What follows belongs to an exercise in optimizing a design on an open flow for a short achievable clock period and few clock cycles; a production flow would make more cautious choices.
Where RTL was checked, it was by simulation tests only, not by an equivalence proof against the original.
Function not checked in run 4: the RTL went through the layout flow alone.
Power figures rest on the tool's default switching activity, not on a simulated workload.

$ cat run.sh
#!/bin/bash
# synth_recipe.tcl (not shown) runs the flow's synth.tcl, then flattens the netlist and writes it again
# the make line also repeats each setting of config.mk as NAME=value (left out here)
make -C /OpenROAD-flow-scripts/flow DESIGN_CONFIG=/design/flow/config.mk WORK_HOME=/design/flow/orfs CLKGATE_MAP_FILE= SYNTH_SCRIPT=/design/flow/synth_recipe.tcl finish
$ cat config.mk
export PLATFORM = sky130hd
export DESIGN_NAME = cpu
export DESIGN_NICKNAME = cpu
export VERILOG_FILES = /design/flow/design.v
export SDC_FILE = /design/flow/constraint.sdc
export NUM_CORES = 4
export LEC_CHECK = 0
export CAP_MARGIN = 20
export CORE_MARGIN = 2
export CORE_UTILIZATION = 45
export SETUP_SLACK_MARGIN = 2.5
export SLEW_MARGIN = 20
export TNS_END_PERCENT = 100
$ cat constraint.sdc
create_clock -name core_clock -period 4.0 [get_ports {CLOCK}]
set_input_delay 0.8000 -clock core_clock [delete_from_list [all_inputs] [get_ports {CLOCK}]]
set_output_delay 0.8000 -clock core_clock [all_outputs]
set_load 0.01 [all_outputs]
$ cat design.v
module cpu (
    input  logic       CLOCK
  , input  logic       RESET
  , input  logic [7:0] read_bus
  , output logic [3:0] ctrl_bus
  , output logic [7:0] addr_bus
  , output logic [7:0] write_bus
  , output logic [7:0] OUT
);
  localparam int U_NB0 = 0, U_NB1 = 1, U_NB2 = 2, U_JMP = 3, U_JCC = 4, U_ADD = 5,
                 U_CMP = 6, U_PUSH = 7, U_POP = 8, U_ALU = 9, U_Z = 10, U_HLT = 11,
                 U_R1 = 12, U_R2 = 13, U_W = 14, U_WIMM = 15, U_DSTA = 16, U_DSTSP = 17,
                 U_YA = 18, U_YSP = 19, U_YIMM = 20, U_XA = 21, U_XSP = 22, U_R1S0 = 23,
                 U_R1S1 = 24, U_R2S0 = 25, U_R2S1 = 26, U_HSB = 27, U_W_ = 28;
  function automatic logic [U_W_-1:0] pdec(input logic [7:0] o);
    logic mac, add, cmp, push, pop, jmp, jcc, nop, hlt, hs, hd;
    logic [2:0] sm, dm;
    logic [U_W_-1:0] u;
    mac  = ~(o[7] & o[6]);
    add  = o[7:6] == 2'b01;
    cmp  = o[7:6] == 2'b10;
    push = o[7:3] == 5'b11000;
    pop  = o[7:3] == 5'b11001;
    jmp  = o == 8'b11010000;
    jcc  = o[7:4] == 4'b1110;
    nop  = o == 8'b11111110;
    hlt  = o[7:6] == 2'b11 & ~(push | pop | jmp | jcc | nop);
    sm   = o[2:0];
    dm   = pop ? o[2:0] : o[5:3];
    hs   = (mac | push) & sm[1];
    hd   = (mac | pop) & (dm[1:0] == 2'b10);
    u = '0;
    u[U_NB2]   = hs & hd;
    u[U_NB1]   = jmp | jcc | hs | hd;
    u[U_NB0]   = 1'b0;
    u[U_JMP]   = jmp;
    u[U_JCC]   = jcc;
    u[U_ADD]   = add;
    u[U_CMP]   = cmp;
    u[U_PUSH]  = push;
    u[U_POP]   = pop;
    u[U_ALU]   = mac | push | pop;
    u[U_Z]     = jmp | jcc | nop | hlt;
    u[U_HLT]   = hlt;
    u[U_R1]    = ((mac | push) & (sm[1:0] == 2'b01 | sm[1:0] == 2'b10)) | pop;
    u[U_R2]    = (add | cmp) & (dm[1:0] == 2'b01 | dm[1:0] == 2'b10);
    u[U_W]     = hd | ((mac | pop) & dm == 3'b101) | push;
    u[U_WIMM]  = hd;
    u[U_DSTA]  = (mac | pop) & dm == 3'b000;
    u[U_DSTSP] = (mac | pop) & dm == 3'b100;
    u[U_YA]    = sm == 3'b000;
    u[U_YSP]   = sm == 3'b100;
    u[U_YIMM]  = sm[1:0] == 2'b11;
    u[U_XA]    = dm == 3'b000;
    u[U_XSP]   = dm == 3'b100;
    u[U_R1S0]  = ~pop & (sm[1:0] != 2'b10) & sm[2];
    u[U_R1S1]  = ~pop & (sm[1:0] == 2'b10);
    u[U_R2S0]  = (dm[1:0] != 2'b10) & dm[2];
    u[U_R2S1]  = dm[1:0] == 2'b10;
    if (pop) u[U_R1S0] = 1'b1;
    u[U_HSB]   = hs;
    pdec = u;
  endfunction
  logic [7:0] a, sp, last;
  logic       fc, fz, fs, fo, fu;
  logic [7:0] addr_q, wd_q;
  logic       wr_q;
  logic [7:0] fp;                   
  logic       fpx;
  logic [7:0] ra;                   
  logic       sir;                  
  logic [7:0]      b_d [0:3];
  logic [7:0]      b_a [0:3];
  logic [U_W_-1:0] b_u [0:3];
  logic [3:0]      rp, wp;          
  logic [3:0]      s0, s1, s2;      
  logic            s0r, s1r, s2r;   
  logic [3:0]      qt;              
  logic            pv;              
  logic            rv;              
  logic            ph;              
  logic       xv;
  logic       x_ex, x_a1, x_a2, x_a3, x_done, x_free;
  logic       p_add, p_cmp, p_push, p_pop, p_alu, p_z, p_jcc;
  logic       p_r1, p_r2, p_w, p_wimm, p_dsta, p_dstsp;
  logic       p_ya, p_ysp, p_yimm, p_xa, p_xsp;
  logic [1:0] p_r1s, p_r2s;         
  logic [7:0] p_sb, p_db, p_oa;     
  logic [3:0] p_cc;
  logic       p_off;                
  logic       sx_a, sx_sp;          
  logic [2:0] syp, syn;             
  logic [7:0] opy;                  
  logic       inv_rb;               
  logic       m_cin;
  logic [4:0] a_sel, sp_sel, l_sel, w_sel;
  logic       a_hold, sp_hold, sp_dsel, sp_isel, l_hold, w_hold, f_e, f_m;
  assign addr_bus  = addr_q;
  assign write_bus = wd_q;
  assign ctrl_bus  = {2'b00, wr_q, 1'b0};
  assign OUT       = a;
  function automatic logic [7:0] inc8(input logic [7:0] x);
    logic [7:0] c;
    c[0] = 1'b1;
    c[1] = x[0];
    c[2] = &x[1:0];
    c[3] = &x[2:0];
    c[4] = &x[3:0];
    c[5] = &x[4:0];
    c[6] = &x[5:0];
    c[7] = &x[6:0];
    inc8 = x ^ c;
  endfunction
  function automatic logic [7:0] dec8(input logic [7:0] x);
    logic [7:0] b;
    b[0] = 1'b1;
    b[1] = ~x[0];
    b[2] = ~|x[1:0];
    b[3] = ~|x[2:0];
    b[4] = ~|x[3:0];
    b[5] = ~|x[4:0];
    b[6] = ~|x[5:0];
    b[7] = ~|x[6:0];
    dec8 = x ^ b;
  endfunction
  function automatic logic [8:0] add8(input logic [7:0] x, input logic [7:0] y, input logic ci);
    logic [8:0] g, p;
    logic [7:0] t;
    logic [8:0] c;
    g = {x & y, ci}; p = {x | y, 1'b0}; t = x ^ y;
    for (int i = 0; i <= 8; i++) begin
      logic acc;
      acc = 1'b0;
      for (int j = 0; j <= i; j++) begin
        logic term;
        term = g[j];
        for (int k = j + 1; k <= i; k++) term = term & p[k];
        acc = acc | term;
      end
      c[i] = acc;
    end
    add8 = {c[8], t ^ c[7:0]};
  endfunction
  function automatic logic [3:0] rot(input logic [3:0] x, input int n);
    logic [7:0] d;
    d = {x, x} << n;
    rot = d[7:4];
  endfunction
  logic [U_W_-1:0] rb_u;
  assign rb_u = pdec(read_bus);
  logic [7:0]      vq0, vq1, vq2, va0, va1;
  logic [U_W_-1:0] vu0;
  always_comb begin
    vq0 = 8'd0;
    vq1 = {8{s1r}} & read_bus;
    vq2 = {8{s2r}} & read_bus;
    va0 = 8'd0;
    va1 = {8{s1r}} & ra;
    vu0 = '0;
    for (int k = 0; k < 4; k++) begin
      vq0 = vq0 | ({8{s0[k]}} & b_d[k]);
      vq1 = vq1 | ({8{s1[k]}} & b_d[k]);
      vq2 = vq2 | ({8{s2[k]}} & b_d[k]);
      va0 = va0 | ({8{s0[k]}} & b_a[k]);
      va1 = va1 | ({8{s1[k]}} & b_a[k]);
      vu0 = vu0 | ({U_W_{s0[k]}} & b_u[k]);
    end
  end
  logic av1, av2, av3, av4;         
  assign av1 = qt[0] | rv;
  assign av2 = qt[1] | (qt[0] & rv);
  assign av3 = qt[2] | (qt[1] & rv);
  assign av4 = qt[3] | (qt[2] & rv);
  logic [7:0] fa, hd;
  assign fa = fpx ? fp : inc8(fp);
  assign hd = qt[0] ? va0 : rv ? ra : pv ? addr_q : fa;
  function automatic logic cond(input logic [3:0] cc, input logic c, input logic z,
                                input logic s, input logic v);
    logic b;
    case (cc[3:1])
      3'd0: b = v;
      3'd1: b = c;
      3'd2: b = z;
      3'd3: b = c | z;
      3'd4: b = s;
      3'd5: b = 1'b0;
      3'd6: b = s ^ v;
      default: b = z | (s ^ v);
    endcase
    cond = (cc[3:1] == 3'd5) | (b ^ cc[0]);
  endfunction
  logic bytes_ok;
  always_comb begin
    if (ph) bytes_ok = qt[0] & (vu0[U_NB2] ? av2 : av1);
    else    bytes_ok = qt[0] & (vu0[U_NB2] ? av3 : vu0[U_NB1] ? av2 : av1);
  end
  logic [3:0] cons_h;
  logic n0, n1, n2;                 
  assign n0 = ~vu0[U_NB1];
  assign n1 = vu0[U_NB1] & ~vu0[U_NB2];
  assign n2 = vu0[U_NB2];
  assign cons_h = ph ? {1'b0, n2, n1, n0} : {n2, n1, n0, 1'b0};
  logic [7:0] sb, db;
  always_comb begin
    sb = ph ? vq0 : vq1;
    case ({~ph, vu0[U_HSB]})
      2'b00:   db = vq0;
      2'b01,
      2'b10:   db = vq1;
      default: db = vq2;
    endcase
  end
  logic [7:0] ex_x, ey, sum_e;
  logic       c8_e, s8_e, ec, ez, es, eo, eu;
  always_comb begin
    ex_x = ({8{sx_a}} & a) | ({8{sx_sp}} & sp);
    ey   = ({8{syp[0]}} & a) | ({8{syp[1]}} & sp) | ({8{syp[2]}} & p_sb)
         | ({8{syn[0]}} & ~a) | ({8{syn[1]}} & ~sp) | ({8{syn[2]}} & ~p_sb);
    {c8_e, sum_e} = add8(ex_x, ey, p_cmp);
    s8_e = ex_x[7] ^ ey[7] ^ c8_e;
    ec = p_cmp ? (c8_e & (ey != 8'hff)) : c8_e;
    ez = ((ex_x ^ ey) == {(ex_x[6:0] | ey[6:0]), p_cmp});
    es = sum_e[7];
    eo = ~s8_e & sum_e[7];
    eu = s8_e & ~sum_e[7];
  end
  logic [7:0] mx, sum_m;
  logic       c8_m, s8_m, mc, mz, ms, mo, mu;
  always_comb begin
    mx = read_bus;
    {c8_m, sum_m} = add8(mx, opy, m_cin);
    s8_m = mx[7] ^ opy[7] ^ c8_m;
    if (inv_rb) begin
      mc = ~c8_m & (read_bus != 8'd0);
      mz = ~(mx ^ opy) == {(mx[6:0] & opy[6:0]), 1'b0};
      ms = ~sum_m[7];
      mo = s8_m & ~sum_m[7];
      mu = ~s8_m & sum_m[7];
    end else begin
      mc = p_cmp ? (c8_m & (opy != 8'hff)) : c8_m;
      mz = ((mx ^ opy) == {(mx[6:0] | opy[6:0]), m_cin});
      ms = sum_m[7];
      mo = ~s8_m & sum_m[7];
      mu = s8_m & ~sum_m[7];
    end
  end
  function automatic logic [7:0] pick(input logic [4:0] sel, input logic [7:0] se,
      input logic [7:0] sm, input logic [7:0] sl, input logic [7:0] sy, input logic [7:0] sr);
    pick = ({8{sel[0]}} & se) | ({8{sel[1]}} & sm) | ({8{sel[2]}} & sl)
         | ({8{sel[3]}} & sy) | ({8{sel[4]}} & sr);
  endfunction
  logic [7:0] sp_inc, sp_dec;
  assign sp_inc = inc8(sp);
  assign sp_dec = dec8(sp);
  logic x_whit;
  assign x_whit = sir;
  logic [7:0] x_waddr;
  always_comb begin
    if (p_wimm) x_waddr = p_db;
    else if (p_push) x_waddr = sp_dec;
    else if (p_pop) x_waddr = sp_inc;
    else x_waddr = sp;
  end
  logic       x_rq, x_rqw;
  logic [7:0] x_addr;
  always_comb begin
    x_rq = 1'b0; x_rqw = 1'b0; x_addr = x_waddr;
    if (x_ex & p_r1) begin
      x_rq = 1'b1;
      x_addr = p_r1s == 2'd0 ? a : p_r1s == 2'd1 ? sp : p_sb;
    end else if (x_ex & p_r2) begin
      x_rq = 1'b1;
      x_addr = p_r2s == 2'd0 ? a : p_r2s == 2'd1 ? sp : p_db;
    end else if (x_a1 & p_r1 & p_r2) begin
      x_rq = 1'b1;
      x_addr = p_r2s == 2'd0 ? a : p_r2s == 2'd1 ? sp : p_db;
    end else if (x_done & p_w) begin
      x_rq = 1'b1; x_rqw = 1'b1;
    end
  end
  logic [7:0] x_tgt;
  assign x_tgt = add8(p_oa, p_sb, 1'b1);
  logic xjt, xwh, xfl;
  assign xjt = x_ex & p_jcc & p_off & cond(p_cc, fc, fz, fs, fo);
  assign xwh = x_done & p_w & x_whit;
  assign xfl = xjt | xwh;
  logic dload, redir;
  assign dload  = bytes_ok & x_free & ~xfl;
  assign redir  = (xjt & ~jskip) | xwh;
  logic out2, out3, out4, jskip;
  assign out2 = qt[1] | (qt[0] & (rv | pv)) | (rv & pv);
  assign out3 = qt[2] | (qt[1] & (rv | pv)) | (qt[0] & rv & pv);
  assign out4 = qt[3] | (qt[2] & (rv | pv)) | (qt[1] & rv & pv);
  assign jskip = (p_sb[7:2] == 6'd0)
               & ((p_sb[1:0] == 2'd1 & out2) | (p_sb[1:0] == 2'd2 & out3) | (p_sb[1:0] == 2'd3 & out4));
  logic [3:0] ch;                   
  always_comb begin
    if (dload) ch = cons_h;
    else if (xjt & jskip) ch = {p_sb[1:0] == 2'd3, p_sb[1:0] == 2'd2, p_sb[1:0] == 2'd1, 1'b0};
    else ch = 4'b0001;
  end
  logic [7:0] rd_a;
  assign rd_a = xjt ? x_tgt : hd;
  logic room;
  always_comb begin
    case ({pv, rv})
      2'b00: room = ~qt[3];
      2'b11: room = ~qt[1];
      default: room = ~qt[2];
    endcase
  end
  logic [3:0] qt_n, rp_n;
  always_comb begin
    qt_n = ({4{ch[0]}} & {av4, av3, av2, av1})
         | ({4{ch[1]}} & {1'b0, av4, av3, av2})
         | ({4{ch[2]}} & {2'b00, av4, av3})
         | ({4{ch[3]}} & {3'b000, av4});
    rp_n = ({4{ch[0]}} & rp) | ({4{ch[1]}} & rot(rp, 1))
         | ({4{ch[2]}} & rot(rp, 2)) | ({4{ch[3]}} & rot(rp, 3));
    if (redir) begin
      qt_n = 4'd0;
      rp_n = 4'b0001;
    end
  end
  always_ff @(posedge CLOCK) begin
    if (RESET) begin
      a <= 8'd0; sp <= 8'h80; last <= 8'd0;
      fc <= 1'b0; fz <= 1'b0; fs <= 1'b0; fo <= 1'b0; fu <= 1'b0;
      addr_q <= 8'd0; wd_q <= 8'd0; wr_q <= 1'b0;
      fp <= 8'd0; fpx <= 1'b0; ra <= 8'd0;
      sir <= 1'b0;
      rp <= 4'b0001; wp <= 4'b0001;
      s0 <= 4'd0; s1 <= 4'd0; s2 <= 4'd0; s0r <= 1'b1; s1r <= 1'b1; s2r <= 1'b1;
      qt <= 4'd0; pv <= 1'b1; rv <= 1'b0; ph <= 1'b0;
      for (int i = 0; i < 4; i++) begin
        b_d[i] <= 8'd0; b_a[i] <= 8'd0; b_u[i] <= '0;
      end
      xv <= 1'b0; x_ex <= 1'b0; x_a1 <= 1'b0; x_a2 <= 1'b0; x_a3 <= 1'b0;
      x_done <= 1'b0; x_free <= 1'b1;
      p_add <= 1'b0; p_cmp <= 1'b0; p_push <= 1'b0; p_pop <= 1'b0; p_alu <= 1'b0;
      p_z <= 1'b0; p_jcc <= 1'b0;
      p_r1 <= 1'b0; p_r2 <= 1'b0; p_w <= 1'b0; p_wimm <= 1'b0; p_dsta <= 1'b0; p_dstsp <= 1'b0;
      p_ya <= 1'b0; p_ysp <= 1'b0; p_yimm <= 1'b0; p_xa <= 1'b0; p_xsp <= 1'b0;
      sx_a <= 1'b0; sx_sp <= 1'b0; syp <= 3'd0; syn <= 3'd0; opy <= 8'd0; inv_rb <= 1'b0; m_cin <= 1'b0;
      a_sel <= 5'd0; sp_sel <= 5'd0; l_sel <= 5'd0; w_sel <= 5'd0;
      a_hold <= 1'b1; sp_hold <= 1'b1; sp_dsel <= 1'b0; sp_isel <= 1'b0; l_hold <= 1'b1; w_hold <= 1'b1;
      f_e <= 1'b0; f_m <= 1'b0;
      p_r1s <= 2'd0; p_r2s <= 2'd0;
      p_sb <= 8'd0; p_db <= 8'd0; p_oa <= 8'd0; p_cc <= 4'd0; p_off <= 1'b0;
    end else begin
      for (int k = 0; k < 4; k++) begin
        if (rv & wp[k]) begin
          b_d[k] <= read_bus; b_a[k] <= ra; b_u[k] <= rb_u;
        end
      end
      qt <= qt_n;
      rp <= rp_n;
      s0 <= {4{qt_n[0]}} & rp_n;
      s1 <= {4{qt_n[1]}} & rot(rp_n, 1);
      s2 <= {4{qt_n[2]}} & rot(rp_n, 2);
      s0r <= ~qt_n[0];
      s1r <= ~qt_n[1];
      s2r <= ~qt_n[2];
      rv <= pv & ~redir;
      ra <= addr_q;
      if (redir) wp <= 4'b0001;
      else if (rv) wp <= rot(wp, 1);
      sir <= hd >= 8'h59;
      if (x_rq) begin
        addr_q <= x_addr;
        wr_q   <= x_rqw;
        pv     <= 1'b0;
        if (redir) begin fp <= rd_a; fpx <= 1'b1; end
      end else if (redir) begin
        addr_q <= rd_a;
        wr_q   <= 1'b0;
        pv     <= 1'b1;
        fp     <= rd_a;
        fpx    <= 1'b0;
      end else if (room) begin
        addr_q <= fa;
        wr_q   <= 1'b0;
        pv     <= 1'b1;
        fp     <= fa;
        fpx    <= 1'b0;
      end else begin
        wr_q   <= 1'b0;
        pv     <= 1'b0;
      end
      a    <= pick(a_sel & {5{xv}}, sum_e, sum_m, last, ey, read_bus) | ({8{a_hold | ~xv}} & a);
      sp   <= pick(sp_sel & {5{xv}}, sum_e, sum_m, last, ey, read_bus) | ({8{sp_hold | ~xv}} & sp)
            | ({8{sp_dsel & xv}} & sp_dec) | ({8{sp_isel & xv}} & sp_inc);
      last <= pick(l_sel & {5{xv}}, sum_e, sum_m, last, ey, read_bus) | ({8{l_hold | ~xv}} & last);
      wd_q <= pick(w_sel & {5{xv}}, sum_e, sum_m, last, ey, read_bus) | ({8{w_hold | ~xv}} & wd_q);
      if (f_e & xv) begin fc <= ec; fz <= ez; fs <= es; fo <= eo; fu <= eu; end
      if (f_m & xv) begin fc <= mc; fz <= mz; fs <= ms; fo <= mo; fu <= mu; end
      if (x_free) begin
        x_ex <= dload;
        x_a1 <= 1'b0; x_a2 <= 1'b0; x_a3 <= 1'b0;
        x_done <= dload & ~vu0[U_R1] & ~vu0[U_R2];
        x_free <= ~dload | (~vu0[U_R1] & ~vu0[U_R2]);
      end else begin
        x_ex <= 1'b0;
        x_a1 <= x_ex;
        x_a2 <= x_a1 & p_r1 & p_r2;
        x_a3 <= (x_a1 & ~(p_r1 & p_r2)) | x_a2;
        x_done <= (x_a1 & ~(p_r1 & p_r2)) | x_a2;
        x_free <= (x_a1 & ~(p_r1 & p_r2)) | x_a2;
      end
      if (x_a2) begin
        opy <= read_bus ^ {8{p_cmp}}; inv_rb <= 1'b0; m_cin <= p_cmp;
      end else if (x_a1 & ~p_r2) begin
        opy <= (({8{p_xa}} & a) | ({8{p_xsp}} & sp)) ^ {8{p_cmp}}; inv_rb <= p_cmp; m_cin <= 1'b0;
      end else if (x_a1 & ~p_r1) begin
        opy <= (({8{p_ya}} & a) | ({8{p_ysp}} & sp) | ({8{p_yimm}} & p_sb)) ^ {8{p_cmp}};
        inv_rb <= 1'b0; m_cin <= p_cmp;
      end
      begin
        logic nx_ex, nx_a3, nx_z, cm, c_add, c_cmp, c_dsta, c_dstsp, c_push, c_pop, c_w;
        logic [4:0] roh;
        nx_ex = x_free & ~xfl & vu0[U_ALU] & ~vu0[U_R1] & ~vu0[U_R2];
        nx_z  = x_free & ~xfl & vu0[U_Z];
        nx_a3 = (x_a1 & ~(p_r1 & p_r2)) | x_a2;
        c_add   = nx_ex ? vu0[U_ADD]   : p_add;
        c_cmp   = nx_ex ? vu0[U_CMP]   : p_cmp;
        c_dsta  = nx_ex ? vu0[U_DSTA]  : p_dsta;
        c_dstsp = nx_ex ? vu0[U_DSTSP] : p_dstsp;
        c_push  = nx_ex ? vu0[U_PUSH]  : p_push;
        c_pop   = nx_ex ? vu0[U_POP]   : p_pop;
        c_w     = nx_ex ? vu0[U_W]     : p_w;
        cm = nx_ex | nx_a3;
        if (nx_ex) roh = {1'b0, ~c_add & ~c_cmp, c_cmp, 1'b0, c_add};
        else       roh = {~c_add & ~c_cmp, 1'b0, c_cmp, c_add, 1'b0};
        roh = roh & {5{cm}};
        a_sel <= roh & {5{c_dsta}};       a_hold <= ~(cm & c_dsta);
        sp_sel <= roh & {5{c_dstsp}};
        sp_dsel <= cm & c_push;
        sp_isel <= cm & c_pop & ~c_dstsp;
        sp_hold <= ~(cm & (c_dstsp | c_push | c_pop));
        l_sel <= roh;                     l_hold <= ~cm & ~nx_z;
        w_sel <= roh & {5{c_w}};          w_hold <= ~(cm & c_w);
        f_e <= nx_ex & (c_add | c_cmp);
        f_m <= nx_a3 & (c_add | c_cmp);
      end
      if (dload) ph <= vu0[U_HLT];
      if (x_free) begin
        xv <= dload;
        p_add <= vu0[U_ADD]; p_cmp <= vu0[U_CMP]; p_push <= vu0[U_PUSH]; p_pop <= vu0[U_POP];
        p_alu <= vu0[U_ALU];
        p_z <= vu0[U_Z];
        p_jcc <= vu0[U_JCC] | vu0[U_JMP];
        p_oa <= ph ? va0 : va1;
        p_r1 <= vu0[U_R1]; p_r2 <= vu0[U_R2]; p_w <= vu0[U_W]; p_wimm <= vu0[U_WIMM];
        p_dsta <= vu0[U_DSTA]; p_dstsp <= vu0[U_DSTSP];
        p_ya <= vu0[U_YA]; p_ysp <= vu0[U_YSP]; p_yimm <= vu0[U_YIMM];
        p_xa <= vu0[U_XA]; p_xsp <= vu0[U_XSP];
        sx_a <= vu0[U_XA]; sx_sp <= vu0[U_XSP];
        syp <= {vu0[U_YIMM], vu0[U_YSP], vu0[U_YA]} & {3{~vu0[U_CMP]}};
        syn <= {vu0[U_YIMM], vu0[U_YSP], vu0[U_YA]} & {3{vu0[U_CMP]}};
        p_r1s <= {vu0[U_R1S1], vu0[U_R1S0]};
        p_r2s <= {vu0[U_R2S1], vu0[U_R2S0]};
        p_sb <= sb; p_db <= db;
        p_cc <= vu0[U_JMP] ? 4'b1010 : vq0[3:0];
        p_off <= sb != 8'd0;
      end
    end
  end
endmodule
==> impl_results.md, run 1 <==
* Setup WS post-layout at 1.38 ns
* Slew Viols, Final at 0
* Worst-path fanout max at 5
* Worst Setup SP: sp[0]
* WL final at 105000 um
* Number of flops mapped to enable cells by yosys at 0
* LEAKAGE at 12.0 nW
* Max_slew headroom at a little over a third
* Async S/R FF share, synth at 0%
* Setup Viol. Count Final at 0
* Synth-to-layout area growth at 61.4%
* Xor/xnor share of the synthesized area at 2.97%
* CTS max path bufs at 3
* Avg Inst Size Synth at 7.85 um^2
* Largest family of logic cells by synthesized area: compound AO/OA/AOI/OAI gates
* Post-Synth Simple-Gate Area at 19.1%
* Crit path required time at 4.45 ns
* First-pass GRT wire length at 138000 um
* Outcome: finished clean
* Crit path cell chain: mux2i_1 -> nand3_2 -> inv_2 -> ha_4 -> nand2b_4 -> a21oi_4 -> o21bai_4 -> a221oi_4 -> a221o_2 -> xor2_4 -> a221oi_2 -> nor3_1
* Storage cell area at ~7500 um^2
* Clock Skew at 0.0320 ns
* Tcrit/Tclk final at ~65%
* Routability cong. at 0.943
* Biggest regs: b_u x108, b_a x32, b_d x32
* Synth Area in Compound Gates at 25.9%
* CP startpoint kind: flop
* Worst-Margin Slew at 0.961 ns
* Proportion of synthesized area in mux cells at 3.95%
* Synth top area share at between 30% and 40%
* Residual DRC at 0
* Worst r2r src: sp[0]
* Max reg flops at between 100 and 150
* Worst-Skew Late Latency at 0.60 ns
* Post-route ant nets at 0
* Depth of the CTS H-tree at 2
* Multi-input logic area at 15600 um^2
* Pwr Density at 349 nW/um^2
* Remaining global-route overflow at 0
* Syn. warnings at 4
* Setup total negative slack at 0 ns
* DRT iter0 DRCs at 3922
* Largest net degree at the start of global routing at 144
* Initial antenna violation count at 1
* Most common cell in the netlist: nand2_1
* Fin crit period at 2.62 ns
* Top reg by flops: b_u
* Die Ht at 212 um
* Critical path arrival at 3.06 ns
* Synth top area cells: dfxtp_1 (37%), nand2_1 (7.9%), a21oi_1 (6.5%)
* Top cells by count, synth: nand2_1 (409), dfxtp_1 (363), a21oi_1 (252), nor2_1 (234), clkbuf_1 (169)
* Post-synthesis instance area at 19500 um^2
* R2R Setup Slk at between 1 and 1.5 ns
* Met1 Resource Use GR at 50.1%
* Predominant post-synthesis flop cell: dfxtp_1
* Critical path endpoint category: flop
* Slowest cell on the critical path: a221o_2
* Hold Violations, Final at 0
* Worst hold path class: flop to flop
* Fmax at 0.382 GHz
* Global-route usage over all layers at around two fifths
* Hpwl dp at roughly 50000 um
* WS Path Type: flop to flop
* CTS Buf Count at between 40 and 50
* Nets at around 2.9k
* DR WL/cell at 30.8 um
* Most used routing layer: met2
* Critical path's largest stage delay at 0.46 ns
* PortBufs at 34
* Top Ports at 38
* Pre-CTS WS at 0.547 ns
* Fraction of layout cells with a size suffix above 1 at 49.2%
* Placeable core region at 42900 um^2
* Filler cells at about 2.7k
* Worst vdd ir at 0.343 mV
* Vias per inst at 6.80
* Vias in the first global route at 21.2k
* Netlist cell types at 77
* Yosys top cell by area: dfxtp_1
* Post-Syn Instances at roughly 2.5k
* Rows at 76
* Synthesized flop and latch total at 363
* TritonCTS Sinks at approximately 360
* Register area share after synthesis at a little under two fifths
* Root buf cell: clkbuf_16
* Initial core utilization at 45.5%
* DR vias at 23.2k
* First-pass detailed-route iteration total at 10
* Clock slew at reported path FFs at 0.06 ns
* RSZ-0062 raised after global routing: true
* Met3 Use GR at 13.3%
* Die area at 45000 um^2
* Synth Area in Adders at 4.70%
* Grt met2 use at about three fifths
* Maximum Capacitance Violations at 0
* Die Span X at 212 um
* CTS tree: yes
* Hold path startpoint: wd_q[3]
what timing repair did:
item                                   4_1_cts  5_1_grt
cloned                                      51        8
hold buffers                                 0        0
endpoints found under the hold margin        0        0
setup endpoints to repair                  378      375
pin swaps                                  313      244
setup buffers                              223      102
resized for setup                          860      532
layout by cell type, fill, tap and decap left out, types with 22 or more instances in the layout:
| cell type | Yosys | routed |
|---|---|---|
| clkbuf_16 | 0 | 52 |
| dfxtp_2 | 0 | 38 |
| xor2_1 | 33 | 27 |
| nand2_4 | 0 | 113 |
| o21ai_0 | 55 | 31 |
| nor2b_1 | 30 | 22 |
| a22oi_2 | 0 | 41 |
| dfxtp_1 | 363 | 288 |
| a21oi_1 | 252 | 77 |
| inv_1 | 87 | 55 |
| nor2_2 | 0 | 34 |
| a21oi_2 | 1 | 164 |
| a22o_1 | 31 | 23 |
| ha_1 | 70 | 33 |
| buf_6 | 2 | 139 |
| dfxtp_4 | 0 | 37 |
| nor2_4 | 0 | 37 |
| a211oi_1 | 53 | 30 |
| buf_12 | 0 | 52 |
| buf_16 | 0 | 45 |
| ha_4 | 0 | 28 |
| mux2i_1 | 61 | 55 |
| a222oi_1 | 51 | 51 |
| buf_4 | 4 | 193 |
| a22oi_1 | 125 | 84 |
| nand2_2 | 0 | 64 |
| nand3_1 | 63 | 37 |
| nand2_1 | 409 | 224 |
| nor2_1 | 234 | 164 |
worst max-delay path: cells and delay by family, from the launching register on:
family	cells	cell delay [ns]
compound gates	5	1.06
xor+xnor	1	0.21
fa+ha+maj	1	0.13
buf+inv	1	0.11
flops	1	0.39
mux	1	0.22
simple gates	3	0.35
metrics by stage:
stage               total power [mW]  area (um^2)  std cells  utilization, %  hold slack [ns]
floorplan                       5.08        20900       2484               -            0.425
global placement                5.50        21100       2942            49.1            0.439
detailed placement              5.53        21100       2942            49.1            0.444
CTS                             10.3        28200       3292            65.8            0.453
global route                    11.2        31500       3402            73.3            0.479
finish                          11.0        31500       3403            73.4            0.463
per-layer routing:
metal	wire length (um)	share of wire, %
met5	40	0.038
met4	9790	9.3
met3	14400	14
met2	44100	42
met1	36500	35
cell type report:
class | count | area share, %
flip-flops and latches | 363 | 23.7
well taps | 585 | 2.33
inverters | 91 | 1.32
clock buffers | 66 | 4.01
repair buffers | 466 | 18.7
clock inverters | 10 | 0.338
diodes | 1 | 0.00795
multi-input cells | 1821 | 49.6
final timing paths:
path              endpoint  depth (start not counted)
hold reg to reg    wd_q[3]                          2
setup reg to reg   wd_q[7]                         12
hold / removal     wd_q[3]                          2
setup / recovery   wd_q[7]                         12
power breakdown:
part	switching, mW	internal [mW]
Sequential	0.306	3.78
Clock	1.69	2.24
Combinational	1.64	1.33
Total	3.64	7.35
logic make-up (layout without fill, tap and decap cells):
| logic type | after synthesis | in the layout |
|---|---|---|
| buffers and inverters | 306 | 633 |
| AOI/OAI and AO/OA | 738 | 738 |
| muxes | 73 | 73 |
| DFF | 363 | 363 |
| and+or+nand+nor | 863 | 869 |
| xor gates and xnor gates | 66 | 66 |
| adders and majority gates | 72 | 72 |
| other | 1 | 4 |
Testbench counts, summed over its fixed seeds: cycles 23,184.
==> run 2, diff against run 1 <==
--- a/config.mk
+++ b/config.mk
@@ -9,5 +9,4 @@
 export CORE_MARGIN = 2
-export CORE_UTILIZATION = 45
-export SETUP_SLACK_MARGIN = 2.5
+export CORE_UTILIZATION = 40
+export SETUP_SLACK_MARGIN = 2.75
 export SLEW_MARGIN = 20
-export TNS_END_PERCENT = 100
==> run 2 against run 1 <==
Net effect: still clean on timing, DRC and antenna; fmax is 1.5% lower; critical path depth unchanged; clock power rose by 5%; area after synthesis stayed put; global-route usage fell by 5.4 points; cell count shrank 0.35%; worst hold slack lost 0.014 ns; first-iteration DRC count fell by 11%; power down 0.53%; critical path type unchanged; critical endpoint is now sp[1]; largest power group is now clock.
==> impl_results.md, run 2 <==
* Outcome: finished clean (unchanged)
* Max_slew headroom at 41.9% (was 35.9%)
* Syn. warnings at 4 (unchanged)
* Crit path max-delay family: compound AO/OA/AOI/OAI gates (unchanged)
* Hold path startpoint: b_u[3][7] (was wd_q[3])
* Tcrit/Tclk final at 66.5% (was 65.5%)
* Biggest regs: b_u x108, b_a x32, b_d x32 (unchanged)
* Hpwl dp at 50900 um (was 49900 um)
* Post-Syn Instances at 2482 (unchanged)
* Nets at 2823 (was 2868)
* Crit path required time at 4.46 ns (was 4.45 ns)
* Predominant post-synthesis flop cell: dfxtp_1 (unchanged)
* Die Ht at 225 um (was 212 um)
* Depth of the CTS H-tree at 2 (unchanged)
* Vias per inst at 6.60 (was 6.80)
* Most frequent cells in the layout: nand2_1 (298), dfxtp_1 (280), nor2_1 (182), buf_4 (182), a21oi_2 (136) (was dfxtp_1 (288), nand2_1 (224), buf_4 (193))
* CTS tree: yes (unchanged)
* Placeable core region at 47900 um^2 (was 42900 um^2)
* Worst-Skew Late Latency at 0.60 ns (about the same)
* Fraction of layout cells with a size suffix above 1 at 45.0% (was 49.2%)
* Worst hold path class: flop to flop (unchanged)
* Residual DRC at 0 (unchanged)
* Most used routing layer: met2 (unchanged)
* Worst-Margin Slew at 0.869 ns (was 0.961 ns)
* Worst path buffer plus inverter count at 3 (was 1)
* Synth-to-layout area growth at 54.3% (was 61.4%)
* Pwr Density at 364 nW/um^2 (was 349 nW/um^2)
* TritonCTS Sinks at 363 (unchanged)
* Hold Violations, Final at 0 (unchanged)
* CTS Buf Count at 42 (was 43)
* Max reg flops at 108 (unchanged)
* Critical path's largest stage delay at 0.39 ns (was 0.46 ns)
* Storage cell area at 7490 um^2 (was 7450 um^2)
* Vias in the first global route at 21.1k (was 21.2k)
* CP startpoint kind: flop (unchanged)
* Remaining global-route overflow at 0 (unchanged)
* PortBufs at 34 (unchanged)
* Rows at 80 (was 76)
* Slew Viols, Final at 0 (unchanged)
* Pwr Total at 10.9 mW (was 11.0 mW)
* Synthesized flop and latch total at 363 (unchanged)
* Worst-path fanout max at 4 (was 5)
* Clock slew at reported path FFs at 0.07 ns (was 0.06 ns)
* Largest net degree at the start of global routing at 112 (was 144)
* Initial antenna violation count at 2 (was 1)
* First-pass GRT wire length at 136000 um (was 138000 um)
* Routability cong. at 0.977 (was 0.943)
* Root buf cell: clkbuf_16 (unchanged)
* DR vias at 22.4k (was 23.2k)
* Most common cell after layout, fill and taps aside: nand2_1 (was dfxtp_1)
* Worst vdd ir at 0.314 mV (was 0.343 mV)
* WL final at 96500 um (was 105000 um)
* Async S/R FF share, synth at 0% (unchanged)
* CTS max path bufs at 3 (unchanged)
* Fmax at 0.376 GHz (was 0.382 GHz)
* Fin crit period at 2.66 ns (was 2.62 ns)
* Setup total negative slack at 0 ns (unchanged)
* Filler cells at 3653 (was 2747)
* Setup Viol. Count Final at 0 (unchanged)
* RSZ-0062 raised after global routing: true (unchanged)
* Number of flops mapped to enable cells by yosys at 0 (unchanged)
* Met3 Use GR at 8.43% (was 13.3%)
* Post-route ant nets at 0 (unchanged)
* Pre-CTS WS at 0.532 ns (was 0.547 ns)
* Global-route usage over all layers at 35.9% (was 41.3%)
* DRT iter0 DRCs at 3502 (was 3922)
* DR WL/cell at 28.5 um (was 30.8 um)
* Met1 Resource Use GR at 45.0% (was 50.1%)
* Grt met2 use at 55.5% (was 62.0%)
* Worst r2r src: a[0] (was sp[0])
* Yosys top cell by area: dfxtp_1 (unchanged)
* Initial core utilization at 40.7% (was 45.5%)
* Clock Skew at 0.0223 ns (was 0.0320 ns)
* First-pass detailed-route iteration total at 15 (was 10)
* Setup WS post-layout at 1.34 ns (was 1.38 ns)
* Die Span X at 225 um (was 212 um)
* Slowest cell on the critical path: dfxtp_4 (was a221o_2)
* Netlist cell types at 77 (unchanged)
* Top Ports at 38 (unchanged)
* Worst Setup SP: a[0] (was sp[0])
* Multi-input logic area at 14800 um^2 (was 15600 um^2)
* Top cells by count, synth: nand2_1 (409), dfxtp_1 (363), a21oi_1 (252), nor2_1 (234), clkbuf_1 (169) (unchanged)
* Avg Inst Size Synth at 7.85 um^2 (unchanged)
* Top reg by flops: b_u (unchanged)
* Synth top area cells: dfxtp_1 (37%), nand2_1 (7.9%), a21oi_1 (6.5%) (unchanged)
* Post-synthesis instance area at 19500 um^2 (unchanged)
* Die area at 50500 um^2 (was 45000 um^2)
* LEAKAGE at 11.1 nW (was 12.0 nW)
* WS Path Type: flop to flop (unchanged)
* Register area share after synthesis at 37.3% (unchanged)
* Crit path cell chain: mux2i_2 -> nand3_2 -> inv_2 -> buf_4 -> buf_6 -> fa_2 -> xnor2_4 -> a222oi_1 -> nand2_1 -> a221o_1 -> a22oi_1 -> nor2_1 (was mux2i_1 -> nand3_2 -> inv_2 -> ha_4 -> nand2b_4 -> a21oi_4 -> o21bai_4 -> a221oi_4 -> a221o_2 -> xor2_4 -> a221oi_2 -> nor3_1)
* Synth top area share at 37.3% (unchanged)
* Critical path arrival at 3.12 ns (was 3.06 ns)
* Maximum Capacitance Violations at 0 (unchanged)
* Util after Layout at 62.7% (was 73.4%)
* Critical path endpoint category: flop (unchanged)
* Most common cell in the netlist: nand2_1 (unchanged)
==> run 2: routing by layer <==
layer	up-vias	routed length, um
met4	0	7980
met3	539	11800
met5	-	0
met1	10700	35300
met2	1681	41300
li1	9406	-
==> run 2: path summary, 6_finish.rpt <==
| path | to | slack (ns) | cells past startpoint |
|---|---|---|---|
| min | b_u[3][7] | 0.45 | 2 |
| min reg2reg | b_u[3][7] | 0.45 | 2 |
| max | sp[1] | 1.34 | 12 |
| max reg2reg | sp[1] | 1.34 | 12 |
==> run 2: metrics by stage <==
step,cells,instance area (um^2),hold WS (ns)
after floorplan,2484,21400,0.425
after global placement,2970,21300,0.439
after detailed placement,2970,21300,0.447
after CTS,3303,28200,0.454
after global routing,3388,30100,0.473
final,3391,30100,0.450
==> run 2: tightest hold or removal path, stage by stage (launching register included) <==
cell and delay (ns):
dfxtp_1 0.31, nand2_2 0.05, a21oi_2 0.04
==> run 2: logic make-up after synthesis <==
logic type / share of synthesized area [%]
simple gates: 19.1
fa+ha+maj: 4.70
xor+xnor: 2.97
compound gates: 25.9
mux: 3.95
flops: 37.3
other cells: 0.0192
buf+inv: 6.12
==> run 2: layout make-up <==
type | instances | area share (%)
Clock buffer | 59 | 4.01
Timing Repair Buffer | 425 | 17.3
Multi-Input combinational cell | 1818 | 49.2
Inverter | 91 | 1.36
Tap cell | 615 | 2.56
Antenna cell | 4 | 0.0333
Sequential cell | 363 | 24.9
Clock inverter | 16 | 0.732
==> run 2: repair_timing <==
| item | 4_1_cts | 5_1_grt |
|---|---|---|
| gates resized for setup | 819 | 302 |
| cloned | 41 | 0 |
| hold buffers | 0 | 0 |
| buffers inserted | 217 | 84 |
| setup endpoints to repair | 380 | 380 |
| pin swaps | 284 | 234 |
==> run 2: power breakdown <==
group | internal [mW] | switching [mW] | total (mW)
sequential | 3.78 | 0.293 | 4.07
clock | 2.43 | 1.70 | 4.13
combinational | 1.26 | 1.48 | 2.74
==> run 3, diff against run 2 <==
--- a/config.mk
+++ b/config.mk
@@ -10,3 +10,3 @@
 export CORE_UTILIZATION = 40
-export SETUP_SLACK_MARGIN = 2.75
+export SETUP_SLACK_MARGIN = 2.25
 export SLEW_MARGIN = 20
==> run 3 against run 2 <==
Net effect: die area unchanged; cell count decreased by 2.8%; clock power fell by 2%; power is 7.2% lower; global-route usage decreased by 4.6 points; fmax is 3.6% higher; area after synthesis stayed put; critical path type unchanged; largest cell class unchanged.
==> impl_results.md, run 3 <==
* Register area share after synthesis at 37.3% (unchanged)
* First-pass detailed-route iteration total at 7 (was 15)
* Top reg by flops: b_u (unchanged)
* Die area at 50500 um^2 (unchanged)
* Antenna Cells at 0 (was 4)
* Remaining global-route overflow at 0 (unchanged)
* Crit path cell chain: mux2i_1 -> nand3_2 -> inv_2 -> ha_4 -> nand2b_4 -> a21oi_4 -> o21bai_4 -> a221oi_4 -> a221o_2 -> xor2_4 -> a221oi_2 -> nor3_1 (was mux2i_2 -> nand3_2 -> inv_2 -> buf_4 -> buf_6 -> fa_2 -> xnor2_4 -> a222oi_1 -> nand2_1 -> a221o_1 -> a22oi_1 -> nor2_1)
* Worst-path fanout max at 5 (was 4)
* Crit path required time at 4.44 ns (was 4.46 ns)
* RSZ-0062 raised after global routing: true (unchanged)
* Initial antenna violation count at 0 (was 2)
* DR vias at 20.7k (was 22.4k)
* Clock Skew at 0.0155 ns (was 0.0223 ns)
* Tcrit/Tclk final at 64.2% (was 66.5%)
* WS Path Type: flop to flop (unchanged)
* Post-route ant nets at 0 (unchanged)
* Top Ports at 38 (unchanged)
* Most common cell after layout, fill and taps aside: nand2_1 (unchanged)
* PortBufs at 34 (unchanged)
* Post-synthesis instance area at 19500 um^2 (unchanged)
* Residual DRC at 0 (unchanged)
* Max_slew headroom at 27.1% (was 41.9%)
* Predominant post-synthesis flop cell: dfxtp_1 (unchanged)
* Initial core utilization at 40.7% (unchanged)
* Synth top area cells: dfxtp_1 (37%), nand2_1 (7.9%), a21oi_1 (6.5%) (unchanged)
* Fraction of layout cells with a size suffix above 1 at 34.6% (was 45.0%)
* Die Span X at 225 um (unchanged)
* Fin crit period at 2.57 ns (was 2.66 ns)
* Filler cells at 4161 (was 3653)
* Critical path endpoint category: flop (unchanged)
* Biggest regs: b_u x108, b_a x32, b_d x32 (unchanged)
* CTS max path bufs at 3 (unchanged)
* Hpwl dp at 51500 um (was 50900 um)
* Placeable core region at 47900 um^2 (unchanged)
* Global-route usage over all layers at 31.2% (was 35.9%)
* Avg Inst Size Synth at 7.85 um^2 (unchanged)
* Clock slew at reported path FFs at 0.06 ns (was 0.07 ns)
* Most frequent cells in the layout: nand2_1 (365), dfxtp_1 (288), a21oi_1 (194) (was nand2_1 (298), dfxtp_1 (280), nor2_1 (182), buf_4 (182), a21oi_2 (136))
* Vias per inst at 6.27 (was 6.60)
* Fmax at 0.390 GHz (was 0.376 GHz)
* Routability cong. at 0.943 (was 0.977)
* LEAKAGE at 10.0 nW (was 11.1 nW)
* Post-Syn Instances at 2482 (unchanged)
* Most common cell in the netlist: nand2_1 (unchanged)
* Largest net degree at the start of global routing at 187 (was 112)
* Depth of the CTS H-tree at 2 (unchanged)
* Die Ht at 225 um (unchanged)
* First-pass GRT wire length at 121000 um (was 136000 um)
* WL final at 82100 um (was 96500 um)
* Hold Violations, Final at 0 (unchanged)
* Synth top area share at 37.3% (unchanged)
* CTS hold repair buffers at 0 (unchanged)
* TritonCTS Sinks at 363 (unchanged)
* Worst-Margin Slew at 1.09 ns (was 0.869 ns)
* Netlist cell types at 77 (unchanged)
* Pwr Density at 372 nW/um^2 (was 364 nW/um^2)
* Worst-Skew Late Latency at 0.58 ns (was 0.60 ns)
* Crit path max-delay family: compound AO/OA/AOI/OAI gates (unchanged)
* Top cells by count, synth: nand2_1 (409), dfxtp_1 (363), a21oi_1 (252), nor2_1 (234), clkbuf_1 (169) (unchanged)
* Syn. warnings at 4 (unchanged)
* Nets at 2731 (was 2823)
* Async S/R FF share, synth at 0% (unchanged)
* CTS tree: yes (unchanged)
* Number of flops mapped to enable cells by yosys at 0 (unchanged)
* Setup Viol. Count Final at 0 (unchanged)
* Pwr Total at 10.1 mW (was 10.9 mW)
* Maximum Capacitance Violations at 0 (unchanged)
* Yosys top cell by area: dfxtp_1 (unchanged)
* Critical path's largest stage delay at 0.43 ns (was 0.39 ns)
* Vias in the first global route at 19.5k (was 21.1k)
* DRT iter0 DRCs at 2979 (was 3502)
* Synthesized flop and latch total at 363 (unchanged)
* Setup total negative slack at 0 ns (unchanged)
* Root buf cell: clkbuf_16 (unchanged)
* Outcome: finished clean (unchanged)
* Slowest cell on the critical path: a221o_2 (was dfxtp_4)
* Worst path buffer plus inverter count at 1 (was 3)
* Slew Viols, Final at 0 (unchanged)
* Synth-to-layout area growth at 39.8% (was 54.3%)
* CP startpoint kind: flop (unchanged)
* Worst vdd ir at 0.245 mV (was 0.314 mV)
* Rows at 80 (unchanged)
* DR WL/cell at 24.9 um (was 28.5 um)
* Worst hold path class: flop to flop (unchanged)
* Critical path arrival at 3.00 ns (was 3.12 ns)
* CTS Buf Count at 42 (unchanged)
* Max reg flops at 108 (unchanged)
* Hold Slack at 0.451 ns (was 0.450 ns)
run 3: cell types whose count changed in the layout (fill, tap and decap cells not counted), sizes merged, moves of 2 or more:
| cell | delta |
|---|---|
| buf | -87 |
| clkbuf | +3 |
| clkinvlp | -4 |
| diode | -4 |
| inv | +2 |
| bufbuf | -4 |
run 3: cells by family (layout without fill, tap and decap cells):
| group | count (synthesis) | in the layout | synth area share [%] |
|---|---|---|---|
| AND/OR/NAND/NOR | 863 | 865 | 19.1 |
| AO/OA/AOI/OAI | 738 | 738 | 25.9 |
| flip-flops | 363 | 363 | 37.3 |
| buffers and inverters | 306 | 500 | 6.12 |
| multiplexers | 73 | 73 | 3.95 |
| adder cells (fa/ha/maj) | 72 | 72 | 4.70 |
| XOR/XNOR | 66 | 66 | 2.97 |
| other | 1 | 3 | 0.0192 |
run 3: per-stage QoR:
step,util [%],instances,area [um^2],worst slack [ns]
3_5_place_dp,43.9,2982,21100,0.546
4_1_cts,53.9,3231,25900,1.42
3_3_place_gp,43.9,2982,21100,0.584
2_1_floorplan,-,2484,20600,1.49
6_report,56.8,3295,27300,1.43
5_1_grt,56.8,3295,27300,1.35
run 3: path summary, 6_finish.rpt:
| check | cells after the start | endpoint | slack [ns] | start |
|---|---|---|---|---|
| setup / recovery | 12 | wd_q[7] | 1.43 | a[0] |
| hold reg to reg | 2 | b_u[3][19] | 0.45 | b_u[3][19] |
| hold / removal | 2 | b_u[3][19] | 0.45 | b_u[3][19] |
| setup reg to reg | 12 | wd_q[7] | 1.43 | a[0] |
run 3: worst min-delay path, stage by stage, from the launching register on:
cell,delay (ns)
dfxtp_1,0.30
nand2_1,0.05
a21oi_1,0.05
run 3: repair_timing:
action                     in CTS  in global routing
setup endpoints to repair     355                282
resized for setup             616                210
buffers inserted              170                 62
gates cloned                    4                  2
pin swaps                     150                127
run 3: cell type report:
class	count	area (um^2)	area share [%]
Multi-Input combinational cell	1817	13800	50.5
Sequential cell	363	7460	27.4
Timing Repair Buffer	334	3440	12.6
Clock buffer	61	1210	4.45
Tap cell	615	769	2.82
Inverter	91	407	1.49
Clock inverter	14	203	0.744
run 3: report_power, final:
part / total, mW / internal (mW) / switching, mW
clock: 4.04 / 2.42 / 1.61
combinational: 2.06 / 0.870 / 1.19
sequential: 4.05 / 3.78 / 0.273
run 3: per-layer routing:
metal	GRT usage (%)	wire length [um]	up-vias
met3	4.95	7490	233
li1	-	-	9207
met5	0	0	-
met4	13.7	3650	0
met1	42.4	34000	10100
met2	49.1	36900	1128
==> run 4, diff against run 3 <==
--- a/design.v
+++ b/design.v
@@ -92,2 +92,4 @@
   logic [2:0] syp, syn;             
+  logic [7:0] p_sbx;                
+  logic       y_imm;                
   logic [7:0] opy;                  
@@ -212,15 +214,23 @@
   end
-  logic [7:0] ex_x, ey, sum_e;
-  logic       c8_e, s8_e, ec, ez, es, eo, eu;
+  logic [7:0] ex_x, ey_r, ey, sum_r, sum_i, sum_e;
+  logic       c8_r, s8_r, c8_i, s8_i, ec, ez, es, eo, eu;
   always_comb begin
+    logic rc, rz, rs, ro, ru, ic, iz, is_, io, iu;
     ex_x = ({8{sx_a}} & a) | ({8{sx_sp}} & sp);
-    ey   = ({8{syp[0]}} & a) | ({8{syp[1]}} & sp) | ({8{syp[2]}} & p_sb)
-         | ({8{syn[0]}} & ~a) | ({8{syn[1]}} & ~sp) | ({8{syn[2]}} & ~p_sb);
-    {c8_e, sum_e} = add8(ex_x, ey, p_cmp);
-    s8_e = ex_x[7] ^ ey[7] ^ c8_e;
-    ec = p_cmp ? (c8_e & (ey != 8'hff)) : c8_e;
-    ez = ((ex_x ^ ey) == {(ex_x[6:0] | ey[6:0]), p_cmp});
-    es = sum_e[7];
-    eo = ~s8_e & sum_e[7];
-    eu = s8_e & ~sum_e[7];
+    ey_r = ({8{syp[0]}} & a) | ({8{syp[1]}} & sp) | ({8{syn[0]}} & ~a) | ({8{syn[1]}} & ~sp);
+    ey   = y_imm ? p_sbx : ey_r;
+    {c8_r, sum_r} = add8(ex_x, ey_r, p_cmp);
+    {c8_i, sum_i} = add8(ex_x, p_sbx, p_cmp);
+    s8_r = ex_x[7] ^ ey_r[7] ^ c8_r;
+    s8_i = ex_x[7] ^ p_sbx[7] ^ c8_i;
+    rc = p_cmp ? (c8_r & (ey_r != 8'hff)) : c8_r;
+    ic = p_cmp ? (c8_i & (p_sbx != 8'hff)) : c8_i;
+    rz = ((ex_x ^ ey_r) == {(ex_x[6:0] | ey_r[6:0]), p_cmp});
+    iz = ((ex_x ^ p_sbx) == {(ex_x[6:0] | p_sbx[6:0]), p_cmp});
+    rs = sum_r[7]; is_ = sum_i[7];
+    ro = ~s8_r & sum_r[7]; io = ~s8_i & sum_i[7];
+    ru = s8_r & ~sum_r[7]; iu = s8_i & ~sum_i[7];
+    sum_e = y_imm ? sum_i : sum_r;
+    ec = y_imm ? ic : rc; ez = y_imm ? iz : rz; es = y_imm ? is_ : rs;
+    eo = y_imm ? io : ro; eu = y_imm ? iu : ru;
   end
@@ -343,3 +353,3 @@
       p_ya <= 1'b0; p_ysp <= 1'b0; p_yimm <= 1'b0; p_xa <= 1'b0; p_xsp <= 1'b0;
-      sx_a <= 1'b0; sx_sp <= 1'b0; syp <= 3'd0; syn <= 3'd0; opy <= 8'd0; inv_rb <= 1'b0; m_cin <= 1'b0;
+      sx_a <= 1'b0; sx_sp <= 1'b0; syp <= 3'd0; syn <= 3'd0; p_sbx <= 8'd0; y_imm <= 1'b0; opy <= 8'd0; inv_rb <= 1'b0; m_cin <= 1'b0;
       a_sel <= 5'd0; sp_sel <= 5'd0; l_sel <= 5'd0; w_sel <= 5'd0;
@@ -459,2 +469,4 @@
         syn <= {vu0[U_YIMM], vu0[U_YSP], vu0[U_YA]} & {3{vu0[U_CMP]}};
+        p_sbx <= sb ^ {8{vu0[U_CMP]}};
+        y_imm <= vu0[U_YIMM];
         p_r1s <= {vu0[U_R1S1], vu0[U_R1S0]};
--- a/config.mk
+++ b/config.mk
@@ -10,3 +10,3 @@
 export CORE_UTILIZATION = 40
-export SETUP_SLACK_MARGIN = 2.25
+export SETUP_SLACK_MARGIN = 2.5
 export SLEW_MARGIN = 20
==> run 4 against run 3 <==
Net effect: still clean on timing, DRC and antenna; sequential share of layout area shrank 1.4 points; combinational power rose by 14%; register-to-register slack worse by 0.08 ns; synthesized cell count is 5.1% higher; count of clock-buffer cells in the layout is 3 lower; non-clock buffer count rose by 17; critical path type unchanged.
==> impl_results.md, run 4 <==
* Post-synthesis instance area at 20500 um^2 (was 19500 um^2)
* Cell count of the worst reg-to-reg path at 13 (was 12)
* Tcrit/Tclk final at 66.2% (was 64.2%)
* Netlist cell types at 81 (was 77)
* Fraction of layout cells with a size suffix above 1 at 36.3% (was 34.6%)
* Clock slew at reported path FFs at 0.06 ns (about the same)
* Fin crit period at 2.65 ns (was 2.57 ns)
* PortBufs at 34 (unchanged)
* Max_slew headroom at 38.8% (was 27.1%)
* Initial antenna violation count at 0 (unchanged)
* Synth-to-layout area growth at 42.6% (was 39.8%)
* Crit path required time at 4.47 ns (was 4.44 ns)
* Clock Skew at 0.0247 ns (was 0.0155 ns)
* Root buf cell: clkbuf_16 (unchanged)
* Syn. warnings at 4 (unchanged)
* CTS max path bufs at 3 (unchanged)
* CP startpoint kind: flop (unchanged)
* Global-route usage over all layers at 30.7% (was 31.2%)
* CTS hold repair buffers at 0 (unchanged)
* TritonCTS Sinks at 369 (was 363)
* Critical path endpoint category: flop (unchanged)
* Layout Cells excl Fill at 3489 (was 3295)
* WL final at 86300 um (was 82100 um)
* Rows at 82 (was 80)
* Synth top area share at 36.1% (was 37.3%)
* Top reg by flops: b_u (unchanged)
* Filler cells at 4182 (was 4161)
* Largest net degree at the start of global routing at 125 (was 187)
* DR WL/cell at 24.7 um (was 24.9 um)
* Design area at 29200 um^2 (was 27300 um^2)
* Placeable core region at 50400 um^2 (was 47900 um^2)
* Pwr Total at 10.3 mW (was 10.1 mW)
* Post-route ant nets at 0 (unchanged)
* Synth top area cells: dfxtp_1 (36%), nand2_1 (7.6%), a21oi_1 (6.3%) (was dfxtp_1 (37%), nand2_1 (7.9%), a21oi_1 (6.5%))
* Register area share after synthesis at 36.1% (was 37.3%)
* Predominant post-synthesis flop cell: dfxtp_1 (unchanged)
* Avg Inst Size Synth at 7.84 um^2 (was 7.85 um^2)
* Hpwl dp at 51900 um (was 51500 um)
* Outcome: finished clean (unchanged)
* Die area at 53000 um^2 (was 50500 um^2)
* Setup total negative slack at 0 ns (unchanged)
* Hold Violations, Final at 0 (unchanged)
* CTS Buf Count at 42 (unchanged)
* Die Span X at 230 um (was 225 um)
* Worst-Skew Late Latency at 0.58 ns (about the same)
* Top cells by count, synth: nand2_1 (414), dfxtp_1 (369), a21oi_1 (259), nor2_1 (252), clkbuf_1 (183) (was nand2_1 (409), dfxtp_1 (363), a21oi_1 (252), nor2_1 (234), clkbuf_1 (169))
* CTS tree: yes (unchanged)
* Top Ports at 38 (unchanged)
* Residual DRC at 0 (unchanged)
* Worst vdd ir at 0.247 mV (was 0.245 mV)
* Die Ht at 230 um (was 225 um)
* LEAKAGE at 10.7 nW (was 10.0 nW)
* Remaining global-route overflow at 0 (unchanged)
* Nets at 2891 (was 2731)
* Cell count after placement at 3142 (was 2982)
* Multi-input logic area at 15100 um^2 (was 13800 um^2)
* Worst hold path class: flop to flop (unchanged)
* Vias in the first global route at 20.6k (was 19.5k)
* DRT iter0 DRCs at 2852 (was 2979)
* Worst-Margin Slew at 0.911 ns (was 1.09 ns)
* Biggest regs: b_u x108, b_a x32, b_d x32 (unchanged)
* Most common cell after layout, fill and taps aside: nand2_1 (unchanged)
* Max reg flops at 108 (unchanged)
* Async S/R FF share, synth at 0% (unchanged)
* Critical path arrival at 3.12 ns (was 3.00 ns)
* Depth of the CTS H-tree at 2 (unchanged)
* First-pass GRT wire length at 126000 um (was 121000 um)
* WS Path Type: flop to flop (unchanged)
* Area after DPL at 22000 um^2 (was 21100 um^2)
* Pwr Density at 353 nW/um^2 (was 372 nW/um^2)
* Initial core utilization at 40.6% (was 40.7%)
* Storage cell area at 7580 um^2 (was 7460 um^2)
* Synthesized flop and latch total at 369 (was 363)
* Routability cong. at 0.954 (was 0.943)
* Post-Syn Instances at 2609 (was 2482)
* Setup Viol. Count Final at 0 (unchanged)
* First-pass detailed-route iteration total at 9 (was 7)
* Vias per inst at 6.23 (was 6.27)
* DR vias at 21.7k (was 20.7k)
* Slowest cell on the critical path: a221o_2 (unchanged)
* Antenna Cells at 0 (unchanged)
* Critical path's largest stage delay at 0.42 ns (was 0.43 ns)
* Most frequent cells in the layout: nand2_1 (366), dfxtp_1 (294), nor2_1 (197) (was nand2_1 (365), dfxtp_1 (288), a21oi_1 (194))
* Most common cell in the netlist: nand2_1 (unchanged)
* Crit path cell chain: mux2i_2 -> nand2_2 -> inv_2 -> ha_4 -> nand2b_4 -> a21oi_4 -> o21bai_4 -> a21oi_4 -> a221o_2 -> xor2_2 -> mux2i_2 -> buf_4 -> a221oi_2 (was mux2i_1 -> nand3_2 -> inv_2 -> ha_4 -> nand2b_4 -> a21oi_4 -> o21bai_4 -> a221oi_4 -> a221o_2 -> xor2_4 -> a221oi_2 -> nor3_1)
* Number of flops mapped to enable cells by yosys at 0 (unchanged)
* Maximum Capacitance Violations at 0 (unchanged)
* Yosys top cell by area: dfxtp_1 (unchanged)
* Slew Viols, Final at 0 (unchanged)
* RSZ-0062 raised after global routing: true (unchanged)
* Worst-path fanout max at 4 (was 5)
* Hold depth at 2 (unchanged)
* Fmax at 0.378 GHz (was 0.390 GHz)
==> run 4: cell type report <==
cell class	instances	share of cell area, %
repair buffers	351	13.1
clock inverters	11	0.382
multi-input cells	1916	51.9
well taps	672	2.88
flip-flops and latches	369	26.0
clock buffers	58	4.19
inverters	112	1.64
==> run 4: worst paths after layout <==
path | start | to | slack, ns
worst max-delay path | a[0] | fs | 1.35
worst max register to register | a[0] | fs | 1.35
worst min-delay path | b_u[0][26] | b_u[0][26] | 0.45
worst min register to register | b_u[0][26] | b_u[0][26] | 0.45
==> run 4: worst max-delay path: cells and delay by family, from the launching register on <==
kind | cells | cell delay [ns]
compound gates | 5 | 1.02
flops | 1 | 0.38
mux | 2 | 0.31
simple gates | 2 | 0.27
buf+inv | 2 | 0.26
xor+xnor | 1 | 0.18
fa+ha+maj | 1 | 0.12
==> run 4: timing repair <==
action	in CTS	in global routing
setup endpoints to repair	381	362
setup buffers	193	75
gates cloned	6	4
pin swaps	204	157
resized for setup	713	282
==> run 4: logic make-up (layout without fill, tap and decap cells) <==
family	count (synthesis)	count (layout)	share of synthesized area (%)
XOR/XNOR	84	84	3.60
AND/OR/NAND/NOR	896	901	19.0
AO/OA/AOI/OAI	759	759	25.3
buffers and inverters	331	532	6.26
multiplexers	80	80	4.11
other	1	3	0.0183
flip-flops	369	369	36.1
adder cells (fa/ha/maj)	89	89	5.55
==> run 4: per-layer routing <==
metal	vias up	GRT usage, %	wire length, um
met5	-	0	0
met4	0	14.0	4500
met3	294	5.62	8160
met2	1233	49.1	39400
met1	10500	40.2	34200
li1	9666	-	-
==> run 4: metrics by stage <==
step / utilization (%) / hold WS, ns / worst slack (ns)
finish: 57.9 / 0.454 / 1.35
detailed placement: 43.6 / 0.447 / 0.257
CTS: 54.2 / 0.454 / 1.36
global route: 57.9 / 0.473 / 1.26
floorplan: - / 0.425 / 1.11
global placement: 43.6 / 0.441 / 0.291
==> run 4: where the power goes <==
group	leakage (nW)	switching (mW)	internal, mW
Sequential	3.03	0.271	3.83
Clock	0.662	1.60	2.25
Combinational	7.04	1.33	1.02
Total	10.7	3.20	7.10

==> separate check: timing with driven ports <==
How much do the figures lean on ideal ports? The routed layouts below were timed once more, with nothing changed but the port constraints. Step 1, drivers: a clkbuf_16 drives CLOCK and a buf_2 each remaining input, both assumed. Step 2, shift: input delay + t, output delay - t, t = (earliest + latest rising clock arrival at the registers) / 2. This alone moves slack from input paths to output paths. Three values: ideal, step 1, step 2; two values: the first two.
| run | shift t [ns] | setup WS [ns] | worst data-port slew with drivers (ns) |
|---|---|---|---|
| run 1 | 0.644 | 1.381 / 1.381 / 1.134 | 0.06 |
| run 2 | 0.645 | 1.342 / 1.342 / 1.150 | 0.15 |
| run 3 | 0.629 | 1.433 / 1.433 / 1.040 | 0.06 |
| run 4 | 0.627 | 1.353 / 1.353 / 0.927 | 0.06 |
After both steps every run listed still meets setup and hold. For run 4, which loses most, drivers alone change the setup slack by 0.000 ns; drivers and shift together by -0.426 ns.
